Context: an optimization exercise on an open-source flow, tuned for small area, a short achievable clock period and few clock cycles. The choices shown serve that exercise and are no tape-out recipe.
RTL that was checked went through simulation tests only; none was proved equivalent to the original.
No activity file was given, so power comes from the tool's default toggle rates.

## SimpleCPU
module SimpleCPU(clk, rst, data_fromRAM, wrEn, addr_toRAM, data_toRAM, pCounter);
parameter SIZE = 10;
input clk, rst;
input wire [15:0] data_fromRAM;
output reg wrEn;
output reg [SIZE-1:0] addr_toRAM;
output wire [15:0] data_toRAM;
output reg [SIZE-1:0] pCounter;
localparam S_D = 3'd0;    
localparam S_E = 3'd1;    
localparam S_F = 3'd2;    
localparam S_R = 3'd3;    
localparam S_M = 3'd4;    
reg [2:0]  state, stateNext;
reg [2:0]  op, opNext;
reg [15:0] W, WNext;
reg [9:0]  S4, S4Next;      
reg        pend, pendNext;  
reg [15:0] Mreg;
reg [15:0] acc;
reg [1:0]  cnt, cntNext;
reg [9:0]  pcNext;
reg        sD, sI, sP1, sP, s4;
reg        sDn, sIn, sP1n, sPn, s4n;
wire [15:0] I     = data_fromRAM;
wire [2:0]  iop   = I[15:13];
wire        azero = (I[12:0] == 13'd0);
wire [9:0]  pc1   = pCounter + 10'd1;
wire        Wz    = (W == 16'd0);
assign data_toRAM = W;
wire [15:0] M = data_fromRAM;
wire        sh_zero = (|M[15:5]) | (M[4] & ~|M[3:0]);
wire [15:0] Wrev, sh_in, sh_out, sh_rev;
genvar g;
generate for (g = 0; g < 16; g = g + 1) begin : rv
  assign Wrev[g] = W[15-g];
  assign sh_rev[g] = sh_out[15-g];
end endgenerate
assign sh_in  = M[4] ? Wrev : W;
assign sh_out = sh_in >> M[3:0];
wire [15:0] srl_res = sh_zero ? 16'd0 : (M[4] ? sh_rev : sh_out);
reg [15:0] alu;
always @* begin
  case (op)
    3'd0: alu = W + M;
    3'd1: alu = ~(W & M);
    3'd2: alu = srl_res;
    3'd3: alu = {15'd0, W < M};
    default: alu = M;
  endcase
end
wire [3:0]  nib   = Mreg[15:12];
wire        blo   = Mreg[11];
  ...
Size: ~980 cells after synthesis, about 78 flip-flops, ~0.0080 mm2 of cells after synthesis.
==> module SimpleCPU, before the edit <==
module SimpleCPU(clk, rst, data_fromRAM, wrEn, addr_toRAM, data_toRAM, pCounter);
parameter SIZE = 10;
input clk, rst;
input wire [15:0] data_fromRAM;
output reg wrEn;
output reg [SIZE-1:0] addr_toRAM;
output wire [15:0] data_toRAM;
output reg [SIZE-1:0] pCounter;
localparam S_D = 3'd0;    
localparam S_E = 3'd1;    
localparam S_F = 3'd2;    
localparam S_R = 3'd3;    
localparam S_M = 3'd4;    
reg [2:0]  state, stateNext;
reg [2:0]  op, opNext;
reg [15:0] W, WNext;
reg [9:0]  S4, S4Next;      
reg        pend, pendNext;  
reg [15:0] Mreg;
reg [15:0] acc;
reg [1:0]  cnt, cntNext;
reg [9:0]  pcNext;
reg        sD, sI, sP1, sP, s4;
reg        sDn, sIn, sP1n, sPn, s4n;
wire [15:0] I     = data_fromRAM;
wire [2:0]  iop   = I[15:13];
wire        azero = (I[12:0] == 13'd0);
wire [9:0]  pc1   = pCounter + 10'd1;
wire        Wz    = (W == 16'd0);
assign data_toRAM = W;
wire [15:0] M = data_fromRAM;
wire        sh_zero = (|M[15:5]) | (M[4] & ~|M[3:0]);
wire [15:0] Wrev, sh_in, sh_out, sh_rev;
genvar g;
generate for (g = 0; g < 16; g = g + 1) begin : rv
  assign Wrev[g] = W[15-g];
  assign sh_rev[g] = sh_out[15-g];
end endgenerate
assign sh_in  = M[4] ? Wrev : W;
assign sh_out = sh_in >> M[3:0];
wire [15:0] srl_res = sh_zero ? 16'd0 : (M[4] ? sh_rev : sh_out);
reg [15:0] alu;
always @* begin
  case (op)
    3'd0: alu = W + M;
    3'd1: alu = ~(W & M);
    3'd2: alu = srl_res;
    3'd3: alu = {15'd0, W < M};
    default: alu = M;
  endcase
end
wire [3:0]  nib   = Mreg[15:12];
wire        blo   = Mreg[11];
wire [15:0] accs  = {acc[11:0], 4'd0};   
wire        one_l = nib[0] ^ blo;
wire        two_l = (nib[1] & ~nib[0] & ~blo) | (~nib[1] & nib[0] & blo);
wire        neg_l = nib[1];
wire        one_h = nib[2] ^ nib[1];
wire        two_h = (nib[3] & ~nib[2] & ~nib[1]) | (~nib[3] & nib[2] & nib[1]);
wire        neg_h = nib[3];
wire [15:0] Wx2   = {W[14:0], 1'b0};
wire [15:0] row_l = (({16{one_l}} & W) | ({16{two_l}} & Wx2)) ^ {16{neg_l}};
wire [15:0] row_h = ((({16{one_h}} & W) | ({16{two_h}} & Wx2)) ^ {16{neg_h}}) << 2;
wire [15:0] row_a = {accs[15:4], 1'b0, neg_h, 1'b0, neg_l};
wire [15:0] cs_s  = row_l ^ row_h ^ row_a;
wire [15:0] cs_c  = {((row_l[14:0] & row_h[14:0]) | (row_l[14:0] & row_a[14:0]) | (row_h[14:0] & row_a[14:0])), 1'b0};
wire [15:0] prod  = cs_s + cs_c;
wire inD = (state == S_D);
wire inE = (state == S_E);
wire inM = (state == S_M);
wire inF = (state == S_F);
wire inR = (state == S_R);
wire d_st  = (iop == 3'd6);
wire d_bz  = (iop == 3'd4);
wire [9:0] addr_w;
wire       wrEn_w;
SimpleCPU_bus u_bus (.I(I), .S4(S4), .pc(pCounter), .pc1(pc1), .eaq(sD), .rI(sI),
                     .p1q(sP1), .rP(sP), .r4(s4), .wq(~rst & sD & ~pend),
                     .addr(addr_w), .wrEn(wrEn_w));
always @* begin
  addr_toRAM = addr_w;
  wrEn       = wrEn_w;
end
always @(posedge clk) begin
  state    <= stateNext;
  pCounter <= pcNext;
  op       <= opNext;
  W        <= WNext;
  S4       <= S4Next;
  pend     <= pendNext;
  acc      <= inE ? 16'd0 : prod;
  cnt      <= cntNext;
  Mreg     <= inM ? {Mreg[11:0], 4'd0} : data_fromRAM;
  sD       <= sDn;
  sI       <= sIn;
  sP1      <= sP1n;
  sP       <= sPn;
  s4       <= s4n;
end
wire [9:0] ea_d = I[9:0] | ({10{azero}} & S4);
always @* begin
  stateNext = state;
  pcNext    = pCounter;
  opNext    = op;
  WNext     = pend ? prod : W;
  S4Next    = S4;
  pendNext  = 1'b0;
  cntNext   = 2'd0;
  sDn = 1'b0; sIn = 1'b0; sP1n = 1'b0; sPn = 1'b0; s4n = 1'b0;
  if (rst) begin
    stateNext = S_R;
    s4n       = 1'b1;
    pcNext    = 10'd0;
    if (inR) S4Next = I[9:0];
  end else begin
    case (state)
      S_R: begin                               
        S4Next    = I[9:0];
        stateNext = S_F;
        sPn       = 1'b1;
      end
      S_D: begin
        opNext = iop;
        if (d_st) begin                        
          stateNext = S_F;
          sPn       = 1'b1;
          if (!pend) begin                     
            pcNext = pc1;
            if (ea_d == 10'd4) S4Next = W[9:0];
          end
        end else if (d_bz && pend) begin       
          stateNext = S_F;
          sPn       = 1'b1;
        end else begin
          stateNext = S_E;
          sIn  = d_bz & Wz;                    
          sP1n = ~(d_bz & Wz) & (iop != 3'd7);
          sPn  = (iop == 3'd7);
        end
      end
      S_E: begin
        stateNext = S_D;
        sDn       = 1'b1;
        if (op == 3'd4) begin                  
          pcNext = Wz ? M[9:0] : pc1;
        end else if (op == 3'd7) begin         
          stateNext = S_M;
          sDn       = 1'b0;
          sPn       = 1'b1;
        end else begin
          WNext  = alu;
          pcNext = pc1;
        end
      end
      S_M: begin
        cntNext = cnt + 2'd1;
        sP1n    = (cnt == 2'd1);
        sPn     = (cnt == 2'd0);
        if (cnt == 2'd2) begin                 
          pcNext    = pc1;
          pendNext  = 1'b1;
          stateNext = S_D;
          sDn       = 1'b1;
        end
      end
      default: begin                           
        stateNext = S_D;
        sDn       = 1'b1;
      end
    endcase
  end
end
endmodule
Settings: LEC_CHECK=0, CAP_MARGIN=20, CORE_MARGIN=2, CORE_UTILIZATION=40, CTS_BUF_LIST=sky130_fd_sc_hd__clkbuf_4 sky130_fd_sc_hd__clkbuf_8, SETUP_SLACK_MARGIN=2.9, SLEW_MARGIN=20, SYNTH_HIERARCHICAL=1; clock period 7.0 ns.
run.sh (not shown) runs the stock make flow with config.mk's settings and CLKGATE_MAP_FILE= SYNTH_SCRIPT=/design/flow/synth_recipe.tcl, a recipe that flattens the netlist after the stock synthesis.
Testbench counts at the start, summed over its fixed seeds: cycles 110,687.
Rerun with:
--- a/flow/design.v
+++ b/flow/design.v
@@ -51,20 +51,8 @@
   endcase
 end
-wire [3:0]  nib   = Mreg[15:12];
-wire        blo   = Mreg[11];
-wire [15:0] accs  = {acc[11:0], 4'd0};   
-wire        one_l = nib[0] ^ blo;
-wire        two_l = (nib[1] & ~nib[0] & ~blo) | (~nib[1] & nib[0] & blo);
-wire        neg_l = nib[1];
-wire        one_h = nib[2] ^ nib[1];
-wire        two_h = (nib[3] & ~nib[2] & ~nib[1]) | (~nib[3] & nib[2] & nib[1]);
-wire        neg_h = nib[3];
-wire [15:0] Wx2   = {W[14:0], 1'b0};
-wire [15:0] row_l = (({16{one_l}} & W) | ({16{two_l}} & Wx2)) ^ {16{neg_l}};
-wire [15:0] row_h = ((({16{one_h}} & W) | ({16{two_h}} & Wx2)) ^ {16{neg_h}}) << 2;
-wire [15:0] row_a = {accs[15:4], 1'b0, neg_h, 1'b0, neg_l};
-wire [15:0] cs_s  = row_l ^ row_h ^ row_a;
-wire [15:0] cs_c  = {((row_l[14:0] & row_h[14:0]) | (row_l[14:0] & row_a[14:0]) | (row_h[14:0] & row_a[14:0])), 1'b0};
-wire [15:0] prod  = cs_s + cs_c;
+wire [3:0]  nib  = Mreg[15:12];
+wire [15:0] accs = {acc[11:0], 4'd0};    
+wire [15:0] prod = accs + (nib[0] ? W : 16'd0) + (nib[1] ? {W[14:0], 1'b0} : 16'd0)
+                 + (nib[2] ? {W[13:0], 2'd0} : 16'd0) + (nib[3] ? {W[12:0], 3'd0} : 16'd0);
 wire inD = (state == S_D);
 wire inE = (state == S_E);
The new run produced a clean layout.
Clock power fell by about 3%.
Routed wire length stays flat.
Final area hardly moves.
Hold slack degrades by 22 ps.
Via count went down by 2.1%.
Power increases by 23%.
Register-to-register slack got worse by 30 ps.
Global-route usage rises by 0.82 points.
Worst setup slack is better by 17 ps.
Synthesized area falls by about 1.2%.
Only the layout flow was run in the second run of this note; the RTL was not checked for function there.

[afterwards: timing with drivers on the ports]
Ports are ideal in the flow. The routed layouts listed here were re-timed in OpenROAD. Step 1 assumes that a clkbuf_16 drives the clock port and a buf_2 every other input. Step 2 moves the port delays by t, midway between the first and last clock arrival at a register: inputs arrive t later, outputs are due t later. That takes back most of the time a late clock gives input paths. Three values: ideal ports, drivers, drivers and shift; two values: the first two.
run | t, ns | setup slack, ns | slew at the worst register clock pin (ns) | pins driven straight from the clock port
the first run | 0.427 | 2.951 / 2.911 / 2.836 | 0.10 / 0.10 | 1
the second run | 0.429 | 2.968 / 2.946 / 2.621 | 0.09 / 0.09 | 1
After both steps every run listed still meets setup and hold. The setup slack of the second run, which loses most, moves by -0.022 ns with the drivers and by -0.347 ns with both steps.
